This is an optimization exercise on Yosys and OpenROAD, whose aim is small area and a short achievable clock period, not a production implementation.
RTL that was checked went through simulation tests only; none was proved equivalent to the original.
No functional check of the RTL was part of runs 5 to 7.
Power figures rest on the tool's default switching activity, not on a simulated workload.

==> flow/design.v <==
module FIFO (
	input clock, reset_n, write_enable, read_enable,
	input [7:0] data_in,
	input [5:0] full_thres,
	output [7:0] data_out,
	output reg empty, output reg full 
);
reg wr_en_mem;
reg [4:0]write_ptr;
always@(posedge clock)
	write_ptr <= reset_n ? wr_en_mem ? write_ptr + 1 : write_ptr : 0;
reg rd_en_mem;
reg [4:0]read_ptr;
always@(posedge clock)
	read_ptr <= reset_n ? rd_en_mem ? read_ptr + 1 : read_ptr : 0;
reg [5:0] fifo_cnt;
always@(posedge clock) begin
	fifo_cnt <= reset_n ? fifo_cnt + (wr_en_mem ? 1 : 0) + (rd_en_mem ? -1 : 0) : 0;
end
always@(*) begin
	empty = fifo_cnt == 0;
	full = fifo_cnt == full_thres;
	wr_en_mem = write_enable & ~full;
	rd_en_mem = read_enable & ~empty;
end
reg [7:0] mem [0:31];
always@(posedge clock) begin
	mem[write_ptr] <= wr_en_mem ? data_in : mem[write_ptr];
end
assign data_out = mem[read_ptr];	
endmodule
module TX_BAUD_GEN (
	input clock,
	input reset_n,
	input [1:0] baudrate_select,
	output tx_baud
);
reg [7:0] num;
reg w;
always@(posedge clock)
	num <= reset_n ? w ? 0 : num + 1 : 0;
always@(*)
case (baudrate_select)
	0: w = num[4];
	1: w = num[5];
	2: w = num[6];
	3: w = num[7];
	default: w = 1;
endcase
assign tx_baud = reset_n & w;
endmodule
module UART_TX (
	input clock, reset_n, tx_start, tx_baud, 
	input [7:0] data_in,
	output reg tx_done, output reg tx
); 
localparam STATE_IDLE = 2'b00;
localparam STATE_START = 2'b01;
localparam STATE_DATA = 2'b10;
localparam STATE_STOP = 2'b11;
reg [1:0] state, state_next;
always@(posedge clock)
	state <= reset_n ? state_next : STATE_IDLE;
reg [4:0] bit_counter;
always@(posedge clock)
	bit_counter <= tx_baud ? state == STATE_IDLE ? 0 : bit_counter + (state == STATE_DATA) : bit_counter;
always@(*) begin
	state_next = state;
	case (state)
		STATE_IDLE: state_next = tx_start & tx_baud ? STATE_START : STATE_IDLE;
		STATE_START: state_next = tx_baud ? STATE_DATA : STATE_START;
		STATE_DATA: state_next = bit_counter == 8 & tx_baud ? STATE_STOP : STATE_DATA;
		STATE_STOP: state_next = tx_baud ? STATE_IDLE : STATE_STOP;
	endcase
end
reg [8:0] aux;
always@(*) begin
	tx_done = 0;
	aux = {^data_in, data_in};
	if (state == STATE_IDLE)
		tx = 1;
	else if (state == STATE_START)
		tx = 0;
	else if (state == STATE_DATA) begin
		tx = aux[bit_counter];
		end
	else begin
		tx_done = tx_baud;
		tx = 1;
	end
end
endmodule
module UART_TRANSMITTER (
	input clock_i, reset_n_i, data_write_i,
	input [7:0] data_i,
	input [5:0] data_buffer_full_thres_i,
	input [1:0] baudrate_select_i,
	output data_buffer_full_o,
	output uart_tx_o
);
wire [7:0] data;
wire fifo_empty, fifo_read;
FIFO dut_0 (
	.clock(clock_i),
	.reset_n(reset_n_i),
	.write_enable(data_write_i),
	.data_in(data_i),
	.full_thres(data_buffer_full_thres_i),
	.full(data_buffer_full_o),
	.data_out(data),
	.empty(fifo_empty),
	.read_enable(fifo_read)
);
wire tx_baud;
TX_BAUD_GEN dut_1 (
	.clock(clock_i),
	.reset_n(reset_n_i),
	.baudrate_select(baudrate_select_i),
	.tx_baud(tx_baud)
);
UART_TX dut_2 (
	.clock(clock_i),
	.reset_n(reset_n_i),
	.tx_start(~fifo_empty),
	.tx_baud(tx_baud),
	.data_in(data),
	.tx(uart_tx_o),
	.tx_done(fifo_read)
);
endmodule
==> flow/run.sh <==
#!/bin/bash
# synth_recipe.tcl (not shown) runs the flow's synth.tcl, then flattens the netlist and writes it again
# the make line also repeats each setting of config.mk as NAME=value (left out here)
make -C /OpenROAD-flow-scripts/flow DESIGN_CONFIG=/design/flow/config.mk WORK_HOME=/design/flow/orfs CLKGATE_MAP_FILE= SYNTH_SCRIPT=/design/flow/synth_recipe.tcl finish
==> flow/config.mk <==
export PLATFORM = sky130hd
export DESIGN_NAME = UART_TRANSMITTER
export DESIGN_NICKNAME = UART_TRANSMITTER
export VERILOG_FILES = /design/flow/design.v
export SDC_FILE = /design/flow/constraint.sdc
export NUM_CORES = 4
export LEC_CHECK = 0
export CAP_MARGIN = 20
export CORE_MARGIN = 2
export CORE_UTILIZATION = 40
export SLEW_MARGIN = 20
==> flow/constraint.sdc <==
create_clock -name core_clock -period 6.0 [get_ports {clock_i}]
set_input_delay 1.2000 -clock core_clock [delete_from_list [all_inputs] [get_ports {clock_i}]]
set_output_delay 1.2000 -clock core_clock [all_outputs]
set_load 0.01 [all_outputs]
==> results.json, run 1 <==
{
  "route.met2.wl_um": 13100,
  "ant_nets": 0,
  "wire_per_inst_um": 23.6,
  "synth_fp_nets": 703,
  "die_w_um": 177,
  "hold_ws_ps": 485,
  "synth.most_common_cell": "edfxtp_1",
  "rsz0062_at_grt": "false",
  "cts_max_path_buffers": 3,
  "status": "finished clean",
  "endpoint": "uart_tx_o",
  "synth_compound_area_share_pct": 4.14,
  "cts_setup_buffers": 0,
  "rows": 63,
  "synth_top_area_cell": "edfxtp_1",
  "drt_iter0_markers": 547,
  "ir_worst_vdd_mv": 0.286,
  "tns_ps": 0,
  "finClkSkew_ps": 8.78,
  "fill_cells": 2466,
  "synthDistinctLibCells": 53,
  "port_buffers": 20,
  "cts_tree": "yes",
  "seq_area_frac_synth_pct": 70.6,
  "async_reset_ff_share_pct": 0,
  "cts_max_level": 1,
  "clk-insertion-delay-late_ps": 550,
  "wl_met3_um": 1610,
  "grt_antenna_before_repair": 0,
  "synthTopCellsByArea": "edfxtp_1, mux4_2, dfxtp_1",
  "dr_total_vias": 6211,
  "power_density_nw_per_um2": 315,
  "synth_area_um2": 12000,
  "diodes": 0,
  "first_pass_iters": 5,
  "cts.sinks": 292,
  "period_share_pct": 93.6,
  "wl_met1_um": 11100,
  "drive_gt1_share_pct": 16.0,
  "required_ps": 4800,
  "routed_via_density": 5.54,
  "synth_top_family_by_area": "multiplexers",
  "fin_util_pct": 46.1,
  "synthMuxAreaShare_pct": 13.6,
  "grt_pass1_vias": 6418,
  "synth_warnings": 3,
  "r2r-start": "dut_0.fifo_cnt[2]$_SDFF_PN0_",
  "synthToLayoutAreaGrowth_pct": 13.7,
  "leakage_nw": 4.36,
  "cap_violations": 0,
  "path_clk_slew_ps": 60,
  "grt_use_total_pct": 17.3,
  "hold_violations": 0,
  "synth-adder-area-share_pct": 1.59,
  "synth_ff_type": "edfxtp_1",
  "critical_path_class": "flop to output pin",
  "drcViolationCount": 0,
  "critPathMaxFanout": 41,
  "synthesis.instances": 670,
  "ios": 21,
  "ys_top_cells_by_count": "edfxtp_1, nor2_1, mux4_2, dfxtp_1, mux2i_1",
  "num-nets-final": 740,
  "drv_slew": 0,
  "min_path_type": "flop to flop",
  "grt-ovfl-total": 0,
  "wl_um": 26500,
  "initial_core_util_pct": 40.5,
  "worst_setup_path_end_kind": "output pin",
  "grt_max_degree": 42,
  "fp.dieArea_um2": 31300,
  "worstSetupStartpointType": "flop",
  "highest_layer": "met4",
  "ys_ff_latch": 292,
  "hpwl_um": 17200,
  "r2r-end": "dut_0.fifo_cnt[4]$_SDFF_PN0_",
  "worst_slew_pin_slew_ps": 908,
  "arrival_ps": 4410,
  "gp_congestion": 0.910,
  "cts-root-buf": "clkbuf_16",
  "synth_top_area_share_pct": 65.5,
  "max_slew_margin_pct": 39.2,
  "r2r_slack_ps": 2920,
  "setup_violations": 0,
  "ctsResizeCount": 0,
  "fmax_ghz": 0.178,
  "ff2ff_path_depth": 12,
  "synth_xor_area_share_pct": 2.60,
  "ctsHoldBuffers": 0,
  "coreArea_um2": 29600,
  "synth_edf_count": 261,
  "grt_pass1_wl_um": 39800,
  "dieHeight_um": 177,
  "syn_avg_cell_area_um2": 17.9,
  "min_period_ps": 5610,
  "synth_simple_gate_area_share_pct": 5.32,
  "cts_made_buffers": 30
}
## cells in the final DEF, fill, tap and decap left out, types with 6 or more instances in the layout
cell,n
a221oi_1,14
edfxtp_1,261
nand3_1,9
mux4_1,21
nor2_1,54
nor2b_1,9
nand2_1,21
a22oi_1,11
ha_1,12
clkdlybuf4s50_1,15
dfxtp_1,29
mux2i_1,29
xor2_1,12
inv_1,15
clkbuf_16,31
buf_4,15
o21ai_0,10
and2_1,17
xnor2_1,21
a21oi_1,6
clkinv_2,8
mux4_2,34
## final cells by class
| class | count | area, µm² | share of cell area (%) |
|---|---|---|---|
| clock inverters | 21 | 245 | 1.80 |
| flip-flops and latches | 292 | 8470 | 62.2 |
| multi-input cells | 333 | 3260 | 24.0 |
| inverters | 15 | 56.3 | 0.413 |
| well taps | 390 | 488 | 3.58 |
| clock buffers | 35 | 811 | 5.95 |
| repair buffers | 35 | 288 | 2.11 |
## flip-flops by register name (all words and copies together) (netlist names), named ones only
register and count:
dut_0.mem 256, dut_1.num 8, dut_0.read_ptr 5, dut_0.fifo_cnt 6, dut_2.bit_counter 5, dut_2.state 2
dut_0.write_ptr 5
## where the power goes
part	switching (mW)	internal, mW
registers	0.00750	2.23
clock network	0.759	1.18
logic	0.0795	0.0409
## cell families after synthesis
kind of cell,count (synthesis)
buf+inv,45
flops,292
fa+ha+maj,14
xor+xnor,34
mux,86
compound gates,67
simple gates,132
## critical path, cell delays in order, from the launching register on
cell and delay, ps:
dfxtp_4 860, mux4_1 670, a221oi_1 520, a31oi_1 110, o21ai_0 270, xnor2_1 190, xnor3_1 360, o221ai_2 260
clkdlybuf4s50_1 590
## worst min-delay path by stage
stage                       startpoint                      end  slack, ps  cells past startpoint
2_1_floorplan  dut_1.num[0]$_SDFF_PP0_  dut_1.num[0]$_SDFF_PP0_        430                      1
3_3_place_gp   dut_1.num[0]$_SDFF_PP0_  dut_1.num[0]$_SDFF_PP0_        440                      1
3_5_place_dp   dut_1.num[0]$_SDFF_PP0_  dut_1.num[0]$_SDFF_PP0_        470                      1
4_1_cts        dut_1.num[0]$_SDFF_PP0_  dut_1.num[0]$_SDFF_PP0_        490                      1
5_1_grt        dut_1.num[0]$_SDFF_PP0_  dut_1.num[0]$_SDFF_PP0_        520                      1
6_report       dut_1.num[0]$_SDFF_PP0_  dut_1.num[0]$_SDFF_PP0_        480                      1
## layer usage
layer | GRT usage, % | vias up
li1 | - | 2738
met1 | 23.6 | 3223
met2 | 28.8 | 206
met3 | 2.64 | 44
met4 | 5.30 | 0
met5 | 0 | -
## through the flow
step	total power, mW	area (µm²)	std cells	worst slack (ps)
floorplan	2.33	12000	670	2370
global placement	2.40	12600	1065	971
detailed placement	2.40	12600	1065	929
CTS	4.33	13600	1121	329
global route	4.43	13600	1121	123
finish	4.29	13600	1121	386
==> run 2, diff against run 1 <==
==> flow/design.v (replaced) <==
module UART_TRANSMITTER (
	input clock_i, reset_n_i, data_write_i,
	input [7:0] data_i,
	input [5:0] data_buffer_full_thres_i,
	input [1:0] baudrate_select_i,
	output data_buffer_full_o,
	output uart_tx_o
);
reg [7:0] num;
reg w;
always @(*)
	case (baudrate_select_i)
		2'd0: w = num[4];
		2'd1: w = num[5];
		2'd2: w = num[6];
		default: w = num[7];
	endcase
always @(posedge clock_i)
	num <= reset_n_i ? (w ? 8'd0 : num + 8'd1) : 8'd0;
wire tick = reset_n_i & w;
reg [3:0] ph;
reg [5:0] cnt;
wire nonempty = cnt != 6'd0;
wire done = tick & (ph == 4'd11);
assign data_buffer_full_o = cnt == data_buffer_full_thres_i;
wire wr = data_write_i & ~data_buffer_full_o & reset_n_i;
always @(posedge clock_i)
	cnt <= reset_n_i ? cnt + {5'd0, wr} - {5'd0, done} : 6'd0;
always @(posedge clock_i)
	if (!reset_n_i)
		ph <= 4'd0;
	else if (tick)
		ph <= (ph == 4'd0) ? {3'd0, nonempty} : (ph == 4'd11) ? 4'd0 : ph + 4'd1;
reg [7:0] H;
reg hv, par, txq;
wire shift = tick & (ph >= 4'd1) & (ph <= 4'd8);
always @(posedge clock_i)
	if (!reset_n_i)
		txq <= 1'b1;
	else if (tick)
		txq <= (ph == 4'd0) ? ~nonempty :
		       (ph <= 4'd8) ? H[0] :
		       (ph == 4'd9) ? par : 1'b1;
always @(posedge clock_i)
	if (shift)
		par <= (ph == 4'd1 ? 1'b0 : par) ^ H[0];
assign uart_tx_o = txq;
reg [255:0] R;             
reg [4:0] sw, sr;          
reg cm;                    
wire rempty = sw == sr;
wire ld = ~hv & ~rempty & (sr == 5'd0);
wire direct = wr & ~hv & rempty;
wire rw = wr & ~direct;
wire clr = ~reset_n_i | ld | (cm & (sr != 5'd0));
wire [7:0] tapv = ~R[255:248];
always @(posedge clock_i)
	if (!reset_n_i) begin
		sw <= 5'd1;
		sr <= 5'd1;
		cm <= 1'b1;
	end else begin
		sw <= sw + {4'd0, ~rw};
		sr <= sr + {4'd0, ~ld};
		cm <= cm & (sr != 5'd0);
	end
always @(posedge clock_i) begin
	if (ld)
		H <= tapv;
	else if (direct)
		H <= data_i;
	else if (shift)
		H <= {1'b0, H[7:1]};
end
always @(posedge clock_i)
	if (!reset_n_i)
		hv <= 1'b0;
	else if (ld | direct)
		hv <= 1'b1;
	else if (shift & (ph == 4'd8))
		hv <= 1'b0;
genvar p;
generate
	for (p = 0; p < 32; p = p + 1) begin : stage
		wire sel = rw & (sw == p);
		wire [7:0] ins = {8{sel}} & data_i;
		if (p == 0) begin : tap
			always @(posedge clock_i)
				R[7:0] <= (tapv & {8{~clr}}) | ins;
		end else if (p % 2 == 1) begin : inv
			always @(posedge clock_i)
				R[8*p +: 8] <= ~(R[8*(p-1) +: 8] | ins);
		end else begin : noninv
			always @(posedge clock_i)
				R[8*p +: 8] <= ~(R[8*(p-1) +: 8] & ~ins);
		end
	end
endgenerate
endmodule
--- a/flow/config.mk
+++ b/flow/config.mk
@@ -7,5 +7,8 @@
 export LEC_CHECK = 0
 export CAP_MARGIN = 20
 export CORE_MARGIN = 2
-export CORE_UTILIZATION = 40
+export CORE_UTILIZATION = 60
+export CTS_BUF_LIST = sky130_fd_sc_hd__clkbuf_4
+export CTS_CLUSTER_SIZE = 30
+export SETUP_SLACK_MARGIN = 2.6
 export SLEW_MARGIN = 20
==> run 2 against run 1 <==
Still clean on timing, DRC and antenna. Combinational power grew to 9.5 times the previous value. Hold slack worse by 130 ps. Maximum frequency is 67% higher. Largest power group unchanged. Highest routed layer unchanged.
==> results.json, run 2 <==
{
  "top_regs": "R: 256 flops, H: 8 flops, num: 8 flops",
  "die_w_um": 130,
  "largest_register_ffs": 256,
  "status": "finished clean",
  "place_ws_ps": 1540,
  "drt_iter0_markers": 347,
  "initial_core_util_pct": 60.8,
  "period_share_pct": 56.1,
  "drive_gt1_share_pct": 18.2,
  "grt_pass1_vias": 6857,
  "grt-ovfl-total": 0,
  "setup_violations": 0,
  "cts_made_buffers": 73,
  "synth_top_area_share_pct": 60.0,
  "hold_ws_ps": 353,
  "synth_fp_nets": 914,
  "synth_top_area_cell": "dfxtp_1",
  "synthTopCellsByArea": "dfxtp_1, a21oi_1, o21ai_0",
  "ctsHoldBuffers": 0,
  "synthToLayoutAreaGrowth_pct": 14.2,
  "grt_max_degree": 34,
  "critical_path_class": "input pin to output pin",
  "grt_busiest_layer": "met2",
  "min_path_type": "flop to flop",
  "async_reset_ff_share_pct": 0,
  "synthDistinctLibCells": 59,
  "r2r_slack_ps": 3100,
  "final-seq-area_um2": 6020,
  "synth_warnings": 1,
  "worst_setup_path_end_kind": "output pin",
  "cap_violations": 0,
  "cts_max_level": 3,
  "required_ps": 4800,
  "hold_violations": 0,
  "cts-root-buf": "clkbuf_4",
  "placed_cell_area_um2": 9890,
  "routed_via_density": 5.75,
  "critical-path-top-delay-family": "buffers and inverters",
  "cts.sinks": 296,
  "wl_um": 22200,
  "dp.cells": 1070,
  "leakage_nw": 4.15,
  "fin_util_pct": 69.4,
  "power_density_nw_per_um2": 535,
  "dieHeight_um": 130,
  "power.total_mw": 5.85,
  "grt_antenna_before_repair": 1,
  "max_slew_margin_pct": 27.6,
  "syn_avg_cell_area_um2": 10.9,
  "gp_congestion": 0.806,
  "globalRouteMet2Util_pct": 43.9,
  "top_register": "R",
  "fin_ws_ps": 2640,
  "synth.most_common_cell": "dfxtp_1",
  "arrival_ps": 2160,
  "hpwl_um": 12600,
  "critPathBufInv": 2,
  "coreArea_um2": 15800,
  "seq_area_frac_synth_pct": 62.8,
  "final_common_cell": "dfxtp_1",
  "worstSetupStartpointType": "input pin",
  "cts_max_path_buffers": 3,
  "first_pass_iters": 5,
  "critPathMaxFanout": 2,
  "rsz0062_at_grt": "false",
  "ys_ff_latch": 296,
  "multiInputGateArea_um2": 3330,
  "fmax_ghz": 0.297,
  "synth_edf_count": 9,
  "tns_ps": 0,
  "met3_usage_pct": 6.07,
  "synth_area_um2": 9580,
  "fp.dieArea_um2": 17000,
  "path_clk_slew_ps": 70,
  "synth_ff_type": "dfxtp_1",
  "ir_worst_vdd_mv": 0.280,
  "dr_total_vias": 6916,
  "drcViolationCount": 0,
  "rows": 46,
  "cp_slowest_stage_delay_ps": 470,
  "worst_slew_pin_slew_ps": 1080,
  "met1_usage_pct": 35.1,
  "fin_area_um2": 10900,
  "instances_no_fill": 1202,
  "drv_slew": 0,
  "finClkSkew_ps": 35.5,
  "slowest_stage": "clkdlybuf4s50_1",
  "clk-insertion-delay-late_ps": 670,
  "crit_chain": "clkdlybuf4s50_1, xor2_1, nor2_2, and2_4, buf_6",
  "fill_cells": 1242,
  "cts_tree": "yes",
  "wire_per_inst_um": 18.4,
  "ios": 21,
  "min_period_ps": 3360,
  "num-nets-final": 977,
  "ys_top_cells_by_count": "dfxtp_1, a21oi_1, o21ai_0, nand2_1, a31oi_1",
  "port_buffers": 20,
  "final_cell_mix": "dfxtp_1, clkbuf_4, a21oi_1",
  "grt_use_total_pct": 27.1,
  "ant_nets": 0,
  "synthesis.instances": 878,
  "grt_pass1_wl_um": 35000
}
## run 2: changes by cell type after synthesis, sizes merged, moves of 21 or more
| cell | delta |
|---|---|
| o21ai | +84 |
| o31ai | +32 |
| nand3 | +26 |
| mux4 | -54 |
| mux2i | -28 |
| a31oi | +37 |
| nor2 | -39 |
| and2 | +21 |
| edfxtp | -252 |
| a21oi | +97 |
| nand2 | +25 |
| dfxtp | +256 |
## run 2: where the power goes
group	switching, mW	leakage, nW	internal, mW
sequential	0.284	2.45	2.82
combinational	0.704	1.18	0.438
clock	0.748	0.526	0.851
## run 2: repair_timing
action,4_1_cts,5_1_grt
resized for setup,19,11
pin swaps,9,9
buffers inserted,5,6
setup endpoints to repair,41,28
## run 2: final timing paths
path	startpoint	end	depth (start not counted)
worst max-delay path	data_buffer_full_thres_i[0]	data_buffer_full_o	5
worst min register to register	R[56]$_DFF_P_	R[64]$_DFF_P_	1
worst min-delay path	R[56]$_DFF_P_	R[64]$_DFF_P_	1
worst max register to register	cnt[1]$_SDFF_PN0_	cnt[4]$_SDFF_PN0_	16
## run 2: routing by layer
metal / vias to the layer above / wire length (µm)
li1: 3276 / -
met1: 3378 / 10000
met2: 214 / 10500
met3: 48 / 1160
met4: 0 / 522
met5: - / 0
## run 2: final cells by class
| class | count | area share [%] |
|---|---|---|
| multi-input cells | 513 | 30.5 |
| inverters | 16 | 0.618 |
| diodes | 1 | 0.0229 |
| clock inverters | 12 | 0.652 |
| repair buffers | 41 | 3.42 |
| clock buffers | 107 | 7.34 |
| flip-flops and latches | 296 | 55.0 |
| well taps | 216 | 2.47 |
## run 2: kinds of logic after synthesis
family,synth area share (%)
and+or+nand+nor,11.3
AOI/OAI and AO/OA,17.7
muxes,0.340
DFF,62.8
xor gates and xnor gates,2.29
buffers and inverters,3.29
adders and majority gates,2.30
==> run 3, diff against run 2 <==
--- a/flow/config.mk
+++ b/flow/config.mk
@@ -7,8 +7,6 @@
 export LEC_CHECK = 0
 export CAP_MARGIN = 20
 export CORE_MARGIN = 2
-export CORE_UTILIZATION = 60
-export CTS_BUF_LIST = sky130_fd_sc_hd__clkbuf_4
-export CTS_CLUSTER_SIZE = 30
+export CORE_UTILIZATION = 40
 export SETUP_SLACK_MARGIN = 2.6
 export SLEW_MARGIN = 20
==> run 3 against run 2 <==
Synthesized cell count is the same. Critical path depth stayed put. Routed wire length down 0.50%. Register-to-register slack about the same. Die area is 48% higher. Hold slack improved by 20 ps. Area after synthesis is the same. Sequential share of layout area fell by 1.6 points. Maximum frequency fell by 0.28%. Cell count rose by 3.7%. Sequential power about the same. Critical path type unchanged.
==> results.json, run 3 <==
{
  "final-seq-area_um2": 6020,
  "diodes": 0,
  "cts-root-buf": "clkbuf_16",
  "rsz0062_at_grt": "true",
  "num-nets-final": 940,
  "final_cell_mix": "dfxtp_1, a21oi_1, o21ai_0",
  "synth_top_area_share_pct": 60.0,
  "ant_nets": 0,
  "fp.dieArea_um2": 25200,
  "synth_area_um2": 9580,
  "grt_max_degree": 41,
  "path_clk_slew_ps": 60,
  "crit_chain": "dlygate4sd2_1, xor2_2, nor4_4, and2_4, buf_6",
  "port_buffers": 20,
  "ios": 21,
  "dieHeight_um": 159,
  "grt_pass1_wl_um": 35700,
  "period_share_pct": 56.2,
  "synth.most_common_cell": "dfxtp_1",
  "synthesis.instances": 878,
  "fin_ws_ps": 2630,
  "cts_made_buffers": 30,
  "dr_total_vias": 6502,
  "fill_cells": 2169,
  "synth_top_area_cell": "dfxtp_1",
  "p_int_mw": 4.41,
  "cts_tree": "yes",
  "ys_ff_latch": 296,
  "p_sw_mw": 1.73,
  "synth-adder-area-share_pct": 2.30,
  "power.total_mw": 6.14,
  "largest_register_ffs": 256,
  "routed_via_density": 5.22,
  "clkPwrFrac_pct": 31.1,
  "cap_violations": 0,
  "cts.sinks": 296,
  "syn_avg_cell_area_um2": 10.9,
  "fmax_ghz": 0.296,
  "worst_setup_path_end_kind": "output pin",
  "grt-ovfl-total": 0,
  "slowest_stage": "nor4_4",
  "ir_worst_vdd_mv": 0.244,
  "hpwl_um": 12500,
  "clk-insertion-delay-late_ps": 540,
  "power.share.switching_pct": 28.1,
  "synth_top_family_by_area": "compound AO/OA/AOI/OAI gates",
  "finClkSkew_ps": 8.56,
  "power_density_nw_per_um2": 544,
  "grt_antenna_before_repair": 0,
  "cts_max_path_buffers": 3,
  "worst_slew_pin_slew_ps": 971,
  "max_slew_margin_pct": 34.7,
  "hold_violations": 0,
  "synth_simple_gate_area_share_pct": 11.3,
  "arrival_ps": 2170,
  "synthMuxAreaShare_pct": 0.340,
  "synthToLayoutAreaGrowth_pct": 17.7,
  "critical_path_class": "input pin to output pin",
  "seq_area_frac_synth_pct": 62.8,
  "drt_iter0_markers": 399,
  "drcViolationCount": 0,
  "multiInputGateArea_um2": 3340,
  "critPathMaxFanout": 2,
  "die_w_um": 159,
  "synth_edf_count": 9,
  "grt_use_total_pct": 17.5,
  "initial_core_util_pct": 40.8,
  "cts_max_level": 1,
  "first_pass_iters": 5,
  "grt_pass1_vias": 6511,
  "synth_compound_area_share_pct": 17.7,
  "cp_slowest_stage_delay_ps": 280,
  "synthDistinctLibCells": 59,
  "setup_violations": 0,
  "gp_congestion": 0.767,
  "rows": 56,
  "drive_gt1_share_pct": 13.5,
  "required_ps": 4800,
  "pwr-share-seq_pct": 50.3,
  "min_period_ps": 3370,
  "synth_fp_nets": 914,
  "wire_per_inst_um": 17.7,
  "worstSetupStartpointType": "input pin",
  "place_ws_ps": 1470,
  "min_path_type": "flop to flop",
  "top_regs": "R: 256 flops, H: 8 flops, num: 8 flops",
  "synth_ff_type": "dfxtp_1",
  "leakage_nw": 4.16,
  "ys_top_cells_by_count": "dfxtp_1, a21oi_1, o21ai_0, nand2_1, a31oi_1",
  "synth_warnings": 1,
  "drv_slew": 0,
  "wl_um": 22100,
  "tns_ps": 0,
  "async_reset_ff_share_pct": 0,
  "coreArea_um2": 23500,
  "status": "finished clean",
  "combPwrFrac_pct": 18.5,
  "top_register": "R",
  "synthTopCellsByArea": "dfxtp_1, a21oi_1, o21ai_0",
  "final_common_cell": "dfxtp_1",
  "synth_xor_area_share_pct": 2.29
}
==> run 3: cell count changes in the layout (fill, tap and decap cells not counted), moves of 2 or more <==
cell,delta
clkbuf_1,+4
clkinvlp_4,+3
buf_4,+4
clkbuf_16,+31
bufinv_16,+2
clkbuf_4,-107
clkbuf_8,+6
clkinv_1,-5
==> run 3: routing by layer <==
layer  wire [µm]  vias to the layer above  global-route usage, %
li1            -                     3175                      -
met1       10600                     3173                   23.9
met2       10100                      111                   28.8
met3         793                       43                   2.46
met4         512                        0                   5.38
met5           0                        -                      0
==> run 3: worst paths after layout <==
path                                                   from                  to  slack, ps  cells past startpoint
worst min register to register               R[204]$_DFF_P_      R[212]$_DFF_P_        370                      1
worst max register to register             sw[2]$_SDFF_PN0_        R[4]$_DFF_P_       3100                      7
worst min-delay path                         R[204]$_DFF_P_      R[212]$_DFF_P_        370                      1
worst max-delay path            data_buffer_full_thres_i[4]  data_buffer_full_o       2630                      5
==> run 3: cell type report <==
type	count	area share (%)
timing repair buffer	46	3.73
clock inverter	14	1.36
timing repair inverter	1	0.0555
sequential	296	53.4
tap	319	3.54
clock buffer	41	7.75
inverter	16	0.599
multi-input combinational	513	29.6
==> run 3: what timing repair did <==
item | in CTS | in global routing
hold buffers | 0 | 0
endpoints found under the setup margin | 85 | 13
gates resized for setup | 22 | 12
pin swaps | 10 | 11
gates cloned | 0 | 1
buffers inserted | 8 | 7
endpoints found under the hold margin | 0 | 0
==> run 3: cells by family (layout without fill, tap and decap cells) <==
group                    Yosys count  count (layout)
AND/OR/NAND/NOR                  178             178
flip-flops                       296             296
AO/OA/AOI/OAI                    291             291
XOR/XNOR                          25              25
multiplexers                       2               2
adder cells (fa/ha/maj)           17              17
buffers and inverters             69             118
==> run 3: worst max-delay path: cells and delay by family <==
kind,cells,cell delay [ps]
simple gates,2,460
buf+inv,2,350
xor+xnor,1,160
==> run 3: per-stage QoR <==
| stage | cell area (µm²) | hold WS (ps) | std cells | utilization (%) |
|---|---|---|---|---|
| final | 11300 | 373 | 1246 | 48.0 |
| after floorplan | 9630 | 353 | 878 | - |
| after CTS | 11200 | 373 | 1237 | 47.6 |
| after global placement | 10000 | 355 | 1174 | 42.7 |
| after detailed placement | 10000 | 359 | 1174 | 42.7 |
| after global routing | 11300 | 382 | 1246 | 48.0 |
==> run 3: power groups by stage <==
stage          logic (mW)  registers (mW)  clock network (mW)
6_report             1.14            3.09                1.91
5_1_grt              1.28            3.17                2.02
4_1_cts              1.11            3.09                1.94
3_5_place_dp         1.09            3.12                   0
3_3_place_gp         1.06            3.11                   0
2_1_floorplan       0.850            3.03                   0
==> run 4, diff against run 3 <==
--- a/flow/config.mk
+++ b/flow/config.mk
@@ -8,5 +8,4 @@
 export CAP_MARGIN = 20
 export CORE_MARGIN = 2
 export CORE_UTILIZATION = 40
-export SETUP_SLACK_MARGIN = 2.6
 export SLEW_MARGIN = 20
==> run 4 against run 3 <==
Still clean. Combinational power fell by 4%. Flip-flop and latch count did not move. Clock skew fell by 1.1 ps. Synthesized cell count did not move. Sequential share of layout area rose by 0.98 points. Area after synthesis did not move.
==> results.json, run 4 <==
{
  "synthDistinctLibCells": 59,
  "fp.dieArea_um2": 25200,
  "min_period_ps": 4210,
  "ys_ff_latch": 296,
  "drcViolationCount": 0,
  "drv_slew": 0,
  "period_share_pct": 70.2,
  "multiInputGateArea_um2": 3260,
  "hold-path-cell-count": 1,
  "cp_slowest_stage_delay_ps": 530,
  "grt_busiest_layer": "met2",
  "diodes": 0,
  "fill_cells": 2186,
  "synth_top_area_share_pct": 60.0,
  "cts_tree": "yes",
  "fin_area_um2": 11100,
  "cts_setup_buffers": 0,
  "top_regs": "R: 256 flops, H: 8 flops, num: 8 flops",
  "async_reset_ff_share_pct": 0,
  "met3_usage_pct": 2.22,
  "clk-insertion-delay-late_ps": 560,
  "finClkSkew_ps": 7.42,
  "critical-path-top-delay-family": "buffers and inverters",
  "cts.sinks": 296,
  "grt_max_degree": 34,
  "tns_ps": 0,
  "synth_edf_count": 9,
  "final_cell_mix": "dfxtp_1, a21oi_1, o21ai_0",
  "coreArea_um2": 23500,
  "hold_ws_ps": 370,
  "final-seq-area_um2": 6020,
  "r2r_slack_ps": 2510,
  "routed_via_density": 5.24,
  "grt_use_total_pct": 17.0,
  "wire_per_inst_um": 17.7,
  "gp_congestion": 0.748,
  "cts-root-buf": "clkbuf_16",
  "initial_core_util_pct": 40.8,
  "worstHoldStart": "R[92]$_DFF_P_",
  "synthesis.instances": 878,
  "hold_violations": 0,
  "ios": 21,
  "fin_util_pct": 47.2,
  "dieHeight_um": 159,
  "drive_gt1_share_pct": 10.6,
  "cts_max_level": 1,
  "status": "finished clean",
  "ff2ff_path_depth": 12,
  "critical_path_class": "input pin to output pin",
  "ir_worst_vdd_mv": 0.281,
  "worst_slew_pin_slew_ps": 990,
  "cap_violations": 0,
  "synthMuxAreaShare_pct": 0.340,
  "rows": 56,
  "drt_iter0_markers": 403,
  "fmax_ghz": 0.238,
  "cts_max_path_buffers": 3,
  "worstSetupStartpointType": "input pin",
  "synth_top_area_cell": "dfxtp_1",
  "grt_pass1_vias": 6267,
  "synthToLayoutAreaGrowth_pct": 15.6,
  "required_ps": 4800,
  "first_pass_iters": 5,
  "max_slew_margin_pct": 33.7,
  "port_buffers": 20,
  "placed_cell_area_um2": 10000,
  "num-nets-final": 922,
  "critPathMaxFanout": 3,
  "synth.most_common_cell": "dfxtp_1",
  "hpwl_um": 12200,
  "whs_endpoint": "R[100]$_DFF_P_",
  "wl_um": 21600,
  "crit_top_cell": "clkdlybuf4s50_1",
  "met1_usage_pct": 23.3,
  "ys_top_cells_by_count": "dfxtp_1, a21oi_1, o21ai_0, nand2_1, a31oi_1",
  "seq_area_frac_synth_pct": 62.8,
  "path_clk_slew_ps": 60,
  "synth_fp_nets": 914,
  "leakage_nw": 4.06,
  "globalRouteMet2Util_pct": 28.3,
  "rsz0062_at_grt": "false",
  "ant_nets": 0,
  "worst_setup_path_end_kind": "output pin",
  "dr_total_vias": 6429,
  "largest_register_ffs": 256,
  "min_path_type": "flop to flop",
  "critPathBufInv": 2,
  "power_density_nw_per_um2": 556,
  "grt_pass1_wl_um": 34600,
  "synth_simple_gate_area_share_pct": 11.3,
  "grt-ovfl-total": 0,
  "r2r-start": "cnt[1]$_SDFF_PN0_",
  "synth_compound_area_share_pct": 17.7,
  "ctsHoldBuffers": 0,
  "grt_antenna_before_repair": 0,
  "synth_top_family_by_area": "compound AO/OA/AOI/OAI gates",
  "final_common_cell": "dfxtp_1",
  "setup_violations": 0,
  "r2r-end": "cnt[5]$_SDFF_PN0_",
  "synth-adder-area-share_pct": 2.30,
  "synth_ff_type": "dfxtp_1",
  "cts_made_buffers": 29,
  "synth_area_um2": 9580,
  "crit_chain": "clkdlybuf4s50_1, xor2_1, nor4_2, and2_2, clkdlybuf4s50_1",
  "synth_xor_area_share_pct": 2.29,
  "synth_warnings": 1,
  "die_w_um": 159,
  "ctsResizeCount": 0,
  "synthTopCellsByArea": "dfxtp_1, a21oi_1, o21ai_0",
  "top_register": "R",
  "slowest_stage": "clkdlybuf4s50_1",
  "arrival_ps": 3010,
  "syn_avg_cell_area_um2": 10.9
}
-- run 4: cell counts after synthesis --
Identical to the previous run, type by type.
-- run 4: cell families (layout without fill, tap and decap cells) --
| logic type | count (synthesis) | in the layout |
|---|---|---|
| buf+inv | 69 | 98 |
| mux | 2 | 2 |
| simple gates | 178 | 178 |
| xor+xnor | 25 | 25 |
| flops | 296 | 296 |
| compound gates | 291 | 291 |
| fa+ha+maj | 17 | 17 |
-- run 4: stage by stage --
| step | instances | power [mW] | worst slack (ps) |
|---|---|---|---|
| after floorplan | 878 | 3.87 | 2060 |
| after global placement | 1174 | 4.19 | 1320 |
| after detailed placement | 1174 | 4.21 | 1260 |
| after CTS | 1226 | 6.20 | 1770 |
| after global routing | 1226 | 6.48 | 1550 |
| final | 1226 | 6.16 | 1790 |
-- run 4: layout make-up --
| class | count | area share (%) |
|---|---|---|
| Clock buffer | 44 | 8.16 |
| Clock inverter | 8 | 1.44 |
| Tap cell | 319 | 3.60 |
| Timing Repair Buffer | 30 | 2.49 |
| Sequential cell | 296 | 54.3 |
| Multi-Input combinational cell | 513 | 29.4 |
| Inverter | 16 | 0.542 |
-- run 4: worst max path at each step --
stage                     cells after the start                 end                        start
after global routing                         13   cnt[5]$_SDFF_PN0_  data_buffer_full_thres_i[1]
final                                         5  data_buffer_full_o  data_buffer_full_thres_i[1]
after floorplan                              13   cnt[5]$_SDFF_PN0_  data_buffer_full_thres_i[2]
after CTS                                     5  data_buffer_full_o  data_buffer_full_thres_i[1]
after detailed placement                     13   cnt[5]$_SDFF_PN0_  data_buffer_full_thres_i[1]
after global placement                       13   cnt[5]$_SDFF_PN0_  data_buffer_full_thres_i[2]
-- run 4: layer usage --
| metal | wire length (µm) | share of wire (%) |
|---|---|---|
| met1 | 10600 | 49 |
| met4 | 359 | 1.7 |
| met3 | 785 | 3.6 |
| met5 | 0 | 0 |
| met2 | 9940 | 46 |
-- run 4: power by group --
part | switching, mW | internal (mW)
logic | 0.684 | 0.415
clock network | 0.764 | 1.21
registers | 0.261 | 2.82
total | 1.71 | 4.45
-- run 4: worst register-to-register path, stage by stage (launching register included) --
cell and delay [ps]:
dfxtp_1 460, xor2_1 120, nor4_2 460, a21oi_4 190, inv_2 400, ha_1 290
inv_1 60, ha_1 260, a21o_1 180, a21oi_1 200, o21bai_1 100, or4b_2 610
nand3_1 100
==> run 5, diff against run 4 <==
--- a/flow/design.v
+++ b/flow/design.v
@@ -79,21 +79,39 @@
 		hv <= 1'b1;
 	else if (shift & (ph == 4'd8))
 		hv <= 1'b0;
+wire [7:0] nd = ~data_i;
 genvar p;
 generate
 	for (p = 0; p < 32; p = p + 1) begin : stage
 		wire sel = rw & (sw == p);
-		wire [7:0] ins = {8{sel}} & data_i;
 		if (p == 0) begin : tap
 			always @(posedge clock_i)
-				R[7:0] <= (tapv & {8{~clr}}) | ins;
+				R[7:0] <= (tapv & {8{~clr}}) | ({8{sel}} & data_i);
 		end else if (p % 2 == 1) begin : inv
+			wire [7:0] d;
+			RING_AOI g (.a(R[8*(p-1) +: 8]), .d(data_i), .s(sel), .y(d));
 			always @(posedge clock_i)
-				R[8*p +: 8] <= ~(R[8*(p-1) +: 8] | ins);
+				R[8*p +: 8] <= d;
 		end else begin : noninv
+			wire [7:0] d;
+			RING_OAI g (.a(R[8*(p-1) +: 8]), .nd(nd), .ns(~sel), .y(d));
 			always @(posedge clock_i)
-				R[8*p +: 8] <= ~(R[8*(p-1) +: 8] & ~ins);
+				R[8*p +: 8] <= d;
 		end
 	end
 endgenerate
 endmodule
+module RING_AOI (
+	input [7:0] a, d,
+	input s,
+	output [7:0] y
+);
+assign y = ~(a | ({8{s}} & d));
+endmodule
+module RING_OAI (
+	input [7:0] a, nd,
+	input ns,
+	output [7:0] y
+);
+assign y = ~(a & ({8{ns}} | nd));
+endmodule
--- a/flow/config.mk
+++ b/flow/config.mk
@@ -8,4 +8,7 @@
 export CAP_MARGIN = 20
 export CORE_MARGIN = 2
 export CORE_UTILIZATION = 40
+export SETUP_SLACK_MARGIN = 2.6
 export SLEW_MARGIN = 20
+export SYNTH_HIERARCHICAL = 1
+export SYNTH_MINIMUM_KEEP_SIZE = 0
==> run 5 against run 4 <==
Still clean. Die area shrank 3.1%. Via count fell by 6.2%. Hold slack improved by 2.1 ps. Design area shrank 2.7%. Register-to-register slack improved by 670 ps. Maximum frequency grew 26%. Clock power fell by 6%. Utilization grew 0.29 points. Non-clock buffer count increased by 17. Routed wire length fell by 6.3%. Clock skew is 4.7 ps higher. Sequential power is essentially flat.
==> results.json, run 5 <==
{
  "status": "finished clean",
  "worst_setup_path_end_kind": "output pin",
  "cts_made_buffers": 28,
  "num-nets-final": 905,
  "routed_via_density": 5.13,
  "placed_cell_area_um2": 9720,
  "grt_pass1_wl_um": 32900,
  "die_w_um": 156,
  "synth.most_common_cell": "dfxtp_1",
  "diodes": 0,
  "period_share_pct": 55.7,
  "r2r_slack_ps": 3180,
  "seq_area_frac_synth_pct": 64.9,
  "gp_congestion": 0.773,
  "synth_area_um2": 9280,
  "arrival_ps": 2140,
  "port_buffers": 20,
  "leakage_nw": 4.14,
  "critical_path_class": "input pin to output pin",
  "ff2ff_path_depth": 9,
  "synth_edf_count": 9,
  "whs_endpoint": "R[66]$_DFF_P_",
  "hold-path-cell-count": 1,
  "rows": 55,
  "worst_slew_pin_slew_ps": 993,
  "ys_top_cells_by_count": "dfxtp_1, o21ai_0, a21oi_1, inv_1",
  "grt_use_total_pct": 17.0,
  "fmax_ghz": 0.299,
  "top_regs": "R: 256 flops, H: 8 flops, num: 8 flops",
  "hold_violations": 0,
  "drive_gt1_share_pct": 12.1,
  "ir_worst_vdd_mv": 0.223,
  "top_register": "R",
  "grt_pass1_vias": 5940,
  "drv_slew": 0,
  "min_path_type": "flop to flop",
  "fp.dieArea_um2": 24400,
  "cts_max_path_buffers": 3,
  "cts.sinks": 296,
  "cts_tree": "yes",
  "synth_top_area_share_pct": 61.9,
  "synth_fp_nets": 860,
  "initial_core_util_pct": 40.8,
  "r2r-start": "sw[0]$_SDFF_PN1_",
  "fin_area_um2": 10800,
  "tns_ps": 0,
  "cts_max_level": 1,
  "drcViolationCount": 0,
  "grt-ovfl-total": 0,
  "syn_avg_cell_area_um2": 11.3,
  "ios": 21,
  "ant_nets": 0,
  "first_pass_iters": 4,
  "rsz0062_at_grt": "false",
  "synthDistinctLibCells": 50,
  "synthTopCellsByArea": "dfxtp_1, o21ai_0, a21oi_1",
  "dr_total_vias": 6030,
  "wl_um": 20300,
  "final_cell_mix": "dfxtp_1, o21ai_0, a21oi_1",
  "async_reset_ff_share_pct": 0,
  "worstSetupStartpointType": "input pin",
  "grt_max_degree": 33,
  "r2r-end": "sw[4]$_SDFF_PN0_",
  "wire_per_inst_um": 17.3,
  "synth_warnings": 7,
  "fin_util_pct": 47.5,
  "synthToLayoutAreaGrowth_pct": 16.2,
  "grt_antenna_before_repair": 0,
  "max_slew_margin_pct": 33.6,
  "cap_violations": 0,
  "min_period_ps": 3340,
  "coreArea_um2": 22700,
  "clk-insertion-delay-late_ps": 530,
  "required_ps": 4800,
  "path_clk_slew_ps": 60,
  "power_density_nw_per_um2": 536,
  "hpwl_um": 11900,
  "final_common_cell": "dfxtp_1",
  "critPathMaxFanout": 2,
  "ys_ff_latch": 296,
  "dieHeight_um": 156,
  "finClkSkew_ps": 12.1,
  "worstHoldStart": "R[58]$_DFF_P_",
  "setup_violations": 0,
  "synth_ff_type": "dfxtp_1",
  "largest_register_ffs": 256,
  "ctsHoldBuffers": 0,
  "synth_top_area_cell": "dfxtp_1",
  "synthesis.instances": 824,
  "cts-root-buf": "clkbuf_16",
  "drt_iter0_markers": 298
}
run 5: cell count changes in the layout (fill, tap and decap cells not counted), sizes merged, moves of 11 or more:
cell	before	now
a21oi	103	132
a31oi	40	10
and2	38	20
buf	10	28
nand2	46	19
nand3	35	10
o21ai	94	128
o31ai	32	0
or4	6	17
run 5: cell families (layout without fill, tap and decap cells):
| family | after synthesis | in the layout | synth area share (%) |
|---|---|---|---|
| compound gates | 293 | 293 | 17.4 |
| xor+xnor | 25 | 25 | 2.44 |
| fa+ha+maj | 17 | 17 | 2.37 |
| buf+inv | 56 | 122 | 4.02 |
| flops | 296 | 296 | 64.9 |
| mux | 1 | 1 | 0.243 |
| simple gates | 136 | 136 | 8.70 |
run 5: how the worst max path moves through the flow:
stage / from / end / slack, ps / cells past startpoint
floorplan: data_buffer_full_thres_i[3] / cnt[4]$_SDFF_PN0_ / 2600 / 14
global placement: data_buffer_full_thres_i[3] / cnt[4]$_SDFF_PN0_ / 1820 / 14
detailed placement: data_buffer_full_thres_i[0] / cnt[4]$_SDFF_PN0_ / 1770 / 14
CTS: baudrate_select_i[1] / cnt[4]$_SDFF_PN0_ / 2610 / 14
global route: data_buffer_full_thres_i[4] / data_buffer_full_o / 2610 / 5
finish: data_buffer_full_thres_i[4] / data_buffer_full_o / 2660 / 5
run 5: metrics by stage:
stage	setup WS (ps)	hold WS, ps	std cells	power (mW)
after global placement	1820	355	1119	3.92
after CTS	2610	372	1173	5.83
after detailed placement	1770	361	1119	3.95
after floorplan	2600	354	824	3.69
after global routing	2610	380	1175	6.12
final	2660	372	1175	5.78
run 5: Yosys stat by module, one instance, submodules excluded:
module | flip-flops and latches | cell area, µm² | cells inside | times used
RING_OAI | 0 | 40.0 | 8 | 15
UART_TRANSMITTER | 296 | 7790 | 560 | 1
RING_AOI | 0 | 55.1 | 9 | 16
run 5: critical path, stage by stage:
cell             delay (ps)
clkdlybuf4s50_1         410
xor2_1                  160
nor2_1                  120
and2_1                  130
buf_2                   120
run 5: layout make-up:
type | instances | area, µm²
clock buffers | 41 | 893
repair buffers | 47 | 398
fillers | 2109 | 11900
multi-input cells | 472 | 2910
inverters | 24 | 90.1
well taps | 285 | 357
clock inverters | 10 | 110
flip-flops and latches | 296 | 6020
run 5: routing by layer:
| layer | vias to the layer above | routed length, µm | GRT usage, % |
|---|---|---|---|
| met3 | 31 | 992 | 2.96 |
| met4 | 0 | 344 | 4.46 |
| li1 | 3009 | - | - |
| met2 | 102 | 9000 | 26.7 |
| met5 | - | 0 | 0 |
| met1 | 2888 | 9940 | 24.2 |
run 5: report_power, final:
group / switching, mW / total (mW) / internal [mW]
Sequential: 0.276 / 3.10 / 2.82
Clock: 0.730 / 1.85 / 1.12
Combinational: 0.477 / 0.833 / 0.356
run 5: what timing repair did:
item / in CTS / in global routing
gates resized for setup: 12 / 10
setup endpoints to repair: 6 / 4
setup buffers: 3 / 2
pin swaps: 4 / 4
==> run 6, diff against run 5 <==
--- a/flow/design.v
+++ b/flow/design.v
@@ -48,20 +48,32 @@
 reg [255:0] R;             
 reg [4:0] sw, sr;          
 reg cm;                    
+reg [7:0] D1;              
+reg v1;                    
 wire rempty = sw == sr;
-wire ld = ~hv & ~rempty & (sr == 5'd0);
+wire [4:0] sw1 = sw + 5'd1;
+wire [3:0] E = sw1[4:1];   
+wire blk = v1 & (E == 4'd0);
+wire ld = ~hv & ~rempty & (sr == 5'd0) & ~blk;
 wire direct = wr & ~hv & rempty;
 wire rw = wr & ~direct;
+wire ins = (rw & ~sw[0]) | (v1 & reset_n_i);
+wire [7:0] idata = v1 ? D1 : data_i;
+wire [7:0] nidata = ~idata;
 wire clr = ~reset_n_i | ld | (cm & (sr != 5'd0));
 wire [7:0] tapv = ~R[255:248];
+always @(posedge clock_i) begin
+	D1 <= data_i;
+	v1 <= rw & sw[0];
+end
 always @(posedge clock_i)
 	if (!reset_n_i) begin
 		sw <= 5'd1;
 		sr <= 5'd1;
 		cm <= 1'b1;
 	end else begin
-		sw <= sw + {4'd0, ~rw};
-		sr <= sr + {4'd0, ~ld};
+		sw <= rw ? sw : sw1;
+		sr <= ld ? sr : sr + 5'd1;
 		cm <= cm & (sr != 5'd0);
 	end
 always @(posedge clock_i) begin
@@ -79,25 +91,26 @@
 		hv <= 1'b1;
 	else if (shift & (ph == 4'd8))
 		hv <= 1'b0;
-wire [7:0] nd = ~data_i;
-genvar p;
+genvar m;
 generate
-	for (p = 0; p < 32; p = p + 1) begin : stage
-		wire sel = rw & (sw == p);
-		if (p == 0) begin : tap
+	for (m = 0; m < 16; m = m + 1) begin : stage
+		wire sel = ins & (E == m);
+		if (m == 0) begin : tap
 			always @(posedge clock_i)
-				R[7:0] <= (tapv & {8{~clr}}) | ({8{sel}} & data_i);
-		end else if (p % 2 == 1) begin : inv
+				R[7:0] <= (tapv & {8{~clr}}) | ({8{sel}} & idata);
+		end else if (m % 2 == 1) begin : inv
 			wire [7:0] d;
-			RING_AOI g (.a(R[8*(p-1) +: 8]), .d(data_i), .s(sel), .y(d));
+			RING_AOI g (.a(R[16*m-8 +: 8]), .d(idata), .s(sel), .y(d));
 			always @(posedge clock_i)
-				R[8*p +: 8] <= d;
+				R[16*m +: 8] <= d;
 		end else begin : noninv
 			wire [7:0] d;
-			RING_OAI g (.a(R[8*(p-1) +: 8]), .nd(nd), .ns(~sel), .y(d));
+			RING_OAI g (.a(R[16*m-8 +: 8]), .nd(nidata), .ns(~sel), .y(d));
 			always @(posedge clock_i)
-				R[8*p +: 8] <= d;
+				R[16*m +: 8] <= d;
 		end
+		always @(posedge clock_i)
+			R[16*m+8 +: 8] <= R[16*m +: 8];
 	end
 endgenerate
 endmodule
--- a/flow/config.mk
+++ b/flow/config.mk
@@ -8,6 +8,8 @@
 export CAP_MARGIN = 20
 export CORE_MARGIN = 2
 export CORE_UTILIZATION = 40
+export CTS_CLUSTER_DIAMETER = 50
+export CTS_CLUSTER_SIZE = 32
 export SETUP_SLACK_MARGIN = 2.6
 export SLEW_MARGIN = 20
 export SYNTH_HIERARCHICAL = 1
==> run 6 against run 5 <==
Count of clock-buffer cells in the layout down 16. Combinational power is 13% lower. Routed wire length decreased by 19%. Flip-flop and latch count increased by 9. Non-clock buffer count fell by 18. Area after synthesis is 4.4% lower. Largest cell class unchanged. Register-to-register slack lost 200 ps. Maximum frequency up 3.7%.
==> results.json, run 6 <==
{
  "status": "finished clean",
  "cts_tree": "yes",
  "critPathMaxFanout": 21,
  "ys_ff_latch": 305,
  "place_ws_ps": 1940,
  "final-seq-area_um2": 6200,
  "cp_slowest_stage_delay_ps": 460,
  "synthTopCellsByArea": "dfxtp_1, o21ai_0, a21oi_1",
  "crit_top_cell": "nor2_1",
  "synth_edf_count": 9,
  "required_ps": 6380,
  "synth_top_area_share_pct": 66.8,
  "grt_max_degree": 25,
  "top_register": "R",
  "cts-root-buf": "clkbuf_16",
  "power_density_nw_per_um2": 509,
  "leakage_nw": 3.97,
  "drcViolationCount": 0,
  "fin_ws_ps": 2780,
  "fmax_ghz": 0.311,
  "die_w_um": 153,
  "first_pass_iters": 4,
  "path_clk_slew_ps": 80,
  "synth_fp_nets": 761,
  "grt_busiest_layer": "met2",
  "critical_path_class": "input pin to flop",
  "routed_via_density": 4.86,
  "ant_nets": 0,
  "fp.dieArea_um2": 23400,
  "dr_total_vias": 5117,
  "drv_slew": 0,
  "gp_congestion": 0.792,
  "max_slew_margin_pct": 37.9,
  "wire_per_inst_um": 15.6,
  "min_period_ps": 3220,
  "cts_max_level": 1,
  "wl_um": 16400,
  "synth.most_common_cell": "dfxtp_1",
  "drive_gt1_share_pct": 10.9,
  "num-nets-final": 791,
  "synthesis.instances": 726,
  "cap_violations": 0,
  "ios": 21,
  "grt_antenna_before_repair": 0,
  "period_share_pct": 53.7,
  "synthToLayoutAreaGrowth_pct": 14.1,
  "r2r_slack_ps": 2980,
  "worst_setup_path_end_kind": "flop",
  "synth_ff_type": "dfxtp_1",
  "worst_slew_pin_slew_ps": 932,
  "synthDistinctLibCells": 56,
  "fill_cells": 2009,
  "synth_top_area_cell": "dfxtp_1",
  "hpwl_um": 10800,
  "initial_core_util_pct": 40.6,
  "tns_ps": 0,
  "grt_use_total_pct": 14.1,
  "ctsHoldBuffers": 0,
  "diodes": 0,
  "critPathBufInv": 4,
  "clk-insertion-delay-late_ps": 510,
  "cts_max_path_buffers": 3,
  "globalRouteMet2Util_pct": 22.3,
  "async_reset_ff_share_pct": 0,
  "crit_chain": "clkdlybuf4s50_1, buf_4, o211a_4, clkinv_4, ha_1, inv_1, ha_2, fa_2, a21oi_2, nor2_1, nor2_1, xor2_1, nor2_1",
  "dieHeight_um": 153,
  "setup_violations": 0,
  "rows": 54,
  "min_path_type": "flop to flop",
  "met1_usage_pct": 20.5,
  "synth_warnings": 7,
  "coreArea_um2": 21800,
  "multiInputGateArea_um2": 2430,
  "grt-ovfl-total": 0,
  "worstSetupStartpointType": "input pin",
  "slowest_stage": "clkdlybuf4s50_1",
  "met3_usage_pct": 2.27,
  "rsz0062_at_grt": "false",
  "ys_top_cells_by_count": "dfxtp_1, o21ai_0, a21oi_1, nor2_1, nand3_1",
  "cts.sinks": 305,
  "synth_area_um2": 8870,
  "finClkSkew_ps": 20.7,
  "hold_violations": 0,
  "ir_worst_vdd_mv": 0.263,
  "final_common_cell": "dfxtp_1",
  "final_cell_mix": "dfxtp_1, o21ai_0, a21oi_1",
  "syn_avg_cell_area_um2": 12.2,
  "cts_made_buffers": 22,
  "grt_pass1_vias": 5022,
  "drt_iter0_markers": 262,
  "power.total_mw": 5.15,
  "arrival_ps": 3600,
  "largest_register_ffs": 256,
  "seq_area_frac_synth_pct": 69.8,
  "port_buffers": 20,
  "critical-path-top-delay-family": "adder cells",
  "grt_pass1_wl_um": 26800
}
==> run 6: Yosys stat by module, one instance, submodules excluded <==
module / flops+latches / cells / times used
RING_AOI: 0 / 9 / 8
RING_OAI: 0 / 8 / 7
UART_TRANSMITTER: 305 / 598 / 1
==> run 6: per-layer routing <==
layer / share of wire, % / vias up / wire [µm]
met4: 1.8 / 0 / 289
met2: 44 / 82 / 7140
li1: - / 2564 / -
met3: 3.8 / 24 / 625
met5: 0 / - / 0
met1: 51 / 2447 / 8320
==> run 6: final timing paths <==
kind                                          from                 to  cells after the start
worst max-delay path                     reset_n_i  cnt[4]$_SDFF_PN0_                     13
worst min-delay path                R[231]$_DFF_P_     R[239]$_DFF_P_                      0
worst max register to register  sw[0]$_SDFFE_PN1P_      R[48]$_DFF_P_                      7
worst min register to register      R[231]$_DFF_P_     R[239]$_DFF_P_                      0
==> run 6: timing repair <==
item | 4_1_cts | 5_1_grt
buffers inserted | 3 | 5
resized for setup | 8 | 13
setup endpoints to repair | 18 | 37
pin swaps | 3 | 17
==> run 6: kinds of logic (layout without fill, tap and decap cells) <==
| group | count (synthesis) | count (layout) | share of synthesized area [%] |
|---|---|---|---|
| AOI/OAI and AO/OA | 180 | 180 | 11.8 |
| xor gates and xnor gates | 24 | 24 | 2.37 |
| adders and majority gates | 16 | 16 | 2.34 |
| buffers and inverters | 49 | 95 | 3.07 |
| DFF | 305 | 305 | 69.8 |
| muxes | 30 | 30 | 3.65 |
| and+or+nand+nor | 122 | 122 | 6.88 |
==> run 6: cell type report <==
type / instances / share of cell area (%)
Sequential cell: 305 / 61.2
Multi-Input combinational cell: 372 / 24.0
Clock buffer: 25 / 5.86
Tap cell: 280 / 3.46
Timing Repair Buffer: 29 / 2.77
Clock inverter: 15 / 1.64
Inverter: 26 / 1.01
==> run 6: stage by stage <==
stage                     instances  utilization [%]  instance area (µm²)  hold WS, ps
after CTS                      1047             46.0                10000          321
after detailed placement       1004             42.4                 9250          312
after floorplan                 726                -                 8870          310
final                          1052             46.4                10100          316
after global placement         1004             42.4                 9250          310
after global routing           1052             46.4                10100          325
==> run 6: power breakdown <==
group,switching (mW),internal [mW],total (mW)
sequential,0.212,2.71,2.92
combinational,0.433,0.287,0.721
clock,0.749,0.758,1.51
total,1.39,3.76,5.15
==> run 7, diff against run 6 <==
--- a/flow/config.mk
+++ b/flow/config.mk
@@ -8,8 +8,7 @@
 export CAP_MARGIN = 20
 export CORE_MARGIN = 2
 export CORE_UTILIZATION = 40
-export CTS_CLUSTER_DIAMETER = 50
-export CTS_CLUSTER_SIZE = 32
+export CTS_CLUSTER_SIZE = 25
 export SETUP_SLACK_MARGIN = 2.6
 export SLEW_MARGIN = 20
 export SYNTH_HIERARCHICAL = 1
==> run 7 against run 6 <==
Clock skew shrank 2.6 ps. Still clean. Synthesized cell count is the same. Area after synthesis is the same. Die area is the same. Global-route usage grew 0.12 points. First-iteration DRC count grew 12%. Largest cell class unchanged. Register-to-register slack is essentially flat. Cell count grew 0.86%. Design area grew 2.5%. Worst setup slack lost 3.2 ps. Utilization grew 1.1 points. Highest routed layer unchanged. Maximum frequency shrank 0.10%.
==> results.json, run 7 <==
{
  "synth_xor_area_share_pct": 2.37,
  "cap_violations": 0,
  "synth_top_area_cell": "dfxtp_1",
  "worstSetupStartpointType": "input pin",
  "r2r_slack_ps": 2980,
  "synthesis.instances": 726,
  "instances_no_fill": 1061,
  "r2r-end": "R[48]$_DFF_P_",
  "whs_endpoint": "R[185]$_DFF_P_",
  "worst_setup_path_end_kind": "flop",
  "synth_area_um2": 8870,
  "grt_pass1_vias": 5136,
  "fin_util_pct": 47.5,
  "wire_per_inst_um": 15.5,
  "crit_chain": "clkdlybuf4s50_1, buf_4, o211a_4, clkinv_4, ha_1, inv_1, ha_2, fa_2, a21oi_2, nor2_1, nor2_1, xor2_1, nor2_1",
  "leakage_nw": 4.10,
  "dieHeight_um": 153,
  "synthToLayoutAreaGrowth_pct": 16.9,
  "ff2ff_path_depth": 7,
  "ys_ff_latch": 305,
  "first_pass_iters": 4,
  "status": "finished clean",
  "synth_compound_area_share_pct": 11.8,
  "worstHoldStart": "R[177]$_DFF_P_",
  "final_cell_mix": "dfxtp_1, o21ai_0, a21oi_1",
  "cts_max_level": 1,
  "die_w_um": 153,
  "diodes": 0,
  "clk-insertion-delay-late_ps": 530,
  "cts_made_buffers": 28,
  "largest_register_ffs": 256,
  "grt_antenna_before_repair": 0,
  "ctsHoldBuffers": 0,
  "drt_iter0_markers": 294,
  "rows": 54,
  "path_clk_slew_ps": 70,
  "hpwl_um": 10800,
  "initial_core_util_pct": 40.6,
  "synth_edf_count": 9,
  "gp_congestion": 0.792,
  "cts_max_path_buffers": 3,
  "synthMuxAreaShare_pct": 3.65,
  "synth_top_area_share_pct": 66.8,
  "period_share_pct": 53.7,
  "ir_worst_vdd_mv": 0.397,
  "grt_max_degree": 22,
  "synthTopCellsByArea": "dfxtp_1, o21ai_0, a21oi_1",
  "setup_violations": 0,
  "cts_tree": "yes",
  "async_reset_ff_share_pct": 0,
  "synth_fp_nets": 761,
  "drcViolationCount": 0,
  "place_ws_ps": 1940,
  "syn_avg_cell_area_um2": 12.2,
  "drive_gt1_share_pct": 11.4,
  "fmax_ghz": 0.310,
  "synthDistinctLibCells": 56,
  "fp.dieArea_um2": 23400,
  "grt_use_total_pct": 14.2,
  "critPathMaxFanout": 21,
  "routed_via_density": 4.85,
  "power_density_nw_per_um2": 537,
  "arrival_ps": 3630,
  "power.total_mw": 5.57,
  "cts-root-buf": "clkbuf_16",
  "crit_top_cell": "nor2_1",
  "dp.cells": 1004,
  "synth_top_family_by_area": "compound AO/OA/AOI/OAI gates",
  "final_common_cell": "dfxtp_1",
  "fin_area_um2": 10400,
  "dr_total_vias": 5141,
  "finClkSkew_ps": 18.1,
  "critical_path_class": "input pin to flop",
  "grt_pass1_wl_um": 27100,
  "synth.most_common_cell": "dfxtp_1",
  "drv_slew": 0,
  "tns_ps": 0,
  "seq_area_frac_synth_pct": 69.8,
  "required_ps": 6400,
  "wl_um": 16500,
  "ys_top_cells_by_count": "dfxtp_1, o21ai_0, a21oi_1, nor2_1, nand3_1",
  "placed_cell_area_um2": 9250,
  "rsz0062_at_grt": "false",
  "top_register": "R",
  "ios": 21,
  "synth_simple_gate_area_share_pct": 6.88,
  "hold_ws_ps": 323,
  "fin_ws_ps": 2780,
  "min_path_type": "flop to flop",
  "ant_nets": 0,
  "synth_ff_type": "dfxtp_1",
  "r2r-start": "sw[0]$_SDFFE_PN1P_",
  "port_buffers": 20,
  "cp_slowest_stage_delay_ps": 460,
  "synth_warnings": 7,
  "num-nets-final": 794,
  "min_period_ps": 3220,
  "worst_slew_pin_slew_ps": 949,
  "slowest_stage": "clkdlybuf4s50_1",
  "hold_violations": 0,
  "coreArea_um2": 21800,
  "max_slew_margin_pct": 36.7,
  "synth-adder-area-share_pct": 2.34,
  "grt-ovfl-total": 0,
  "cts.sinks": 305,
  "hold-path-cell-count": 0
}
-- run 7: power by group --
part / total, mW / internal (mW) / switching, mW
registers: 2.93 / 2.71 / 0.212
logic: 0.719 / 0.286 / 0.433
clock network: 1.92 / 1.19 / 0.734
-- run 7: cell type report --
type	instances	area [µm²]
clock buffer	37	786
clock inverter	15	246
fill	1969	11500
inverter	26	103
multi-input combinational	372	2430
sequential	305	6200
tap	280	350
timing repair buffer	26	258
-- run 7: modules after synthesis (local to each module, per instance) --
module | area (µm²) | copies in the design | cells | flops+latches
RING_AOI | 55.1 | 8 | 9 | 0
RING_OAI | 40.0 | 7 | 8 | 0
UART_TRANSMITTER | 8150 | 1 | 598 | 305
-- run 7: per-layer routing --
layer	vias to the layer above	track usage [%]	share of wire, %
met5	-	0	0
met4	0	3.92	2.0
met3	27	2.38	3.2
met2	73	22.6	44
met1	2465	20.2	51
li1	2576	-	-
-- run 7: logic make-up after synthesis --
group / Yosys count
flops: 305
compound gates: 180
simple gates: 122
buf+inv: 49
mux: 30
xor+xnor: 24
fa+ha+maj: 16
-- run 7: worst max-delay path by stage --
stage          depth (start not counted)                   startpoint            endpoint  slack (ps)
4_1_cts                                5  data_buffer_full_thres_i[1]  data_buffer_full_o        2620
3_3_place_gp                          13         baudrate_select_i[1]   cnt[4]$_SDFF_PN0_        1960
5_1_grt                                7           sw[0]$_SDFFE_PN1P_       R[48]$_DFF_P_        2660
3_5_place_dp                          13                    reset_n_i   cnt[4]$_SDFF_PN0_        1940
2_1_floorplan                         12         baudrate_select_i[1]   cnt[4]$_SDFF_PN0_        2630
6_report                              13                    reset_n_i   cnt[4]$_SDFF_PN0_        2780
-- run 7: what timing repair did --
action	CTS	global route
endpoints found under the setup margin	17	32
resized for setup	7	14
buffers inserted	3	2
gates cloned	0	0
pin swaps	3	14
-- run 7: critical path: cells and delay by family --
family / cells / cell delay [ps]
adder cells (fa/ha/maj): 3 / 830
buffers and inverters: 4 / 830
AND/OR/NAND/NOR: 3 / 220
XOR/XNOR: 1 / 140
AO/OA/AOI/OAI: 2 / 400

==> afterwards: timing with drivers on the ports <==
No port has a modelled driver above. Below, the same layouts with a new extraction and two added sets of constraints. Step 1: set_driving_cell puts a clkbuf_16 on clock_i and a buf_2 on each other input, an assumption about the parent block. Step 2 moves the port delays by t, midway between the first and last clock arrival at a register: inputs arrive t later, outputs are due t later. That takes back most of the time a late clock gives input paths. Three values: ideal ports, drivers, drivers and shift; two values: the first two.
| run | shift t [ns] | setup slack, ns | worst setup path after step 2 | pins driven straight from the clock port |
|---|---|---|---|---|
| run 1 | 0.595 | 0.386 / 0.336 / 0.930 | register to output | 1 |
| run 2 | 0.700 | 2.636 / 2.611 / 2.037 | input to register | 1 |
| run 3 | 0.588 | 2.626 / 2.607 / 2.147 | input to register | 1 |
| run 4 | 0.600 | 1.790 / 1.770 / 1.266 | input to register | 1 |
| run 5 | 0.573 | 2.660 / 2.638 / 2.178 | input to register | 1 |
| run 6 | 0.548 | 2.780 / 2.802 / 2.254 | input to register | 1 |
| run 7 | 0.569 | 2.777 / 2.796 / 2.228 | input to register | 1 |
After both steps every run listed still meets setup and hold. For run 2, which loses most, drivers alone change the setup slack by -0.025 ns; drivers and shift together by -0.599 ns.
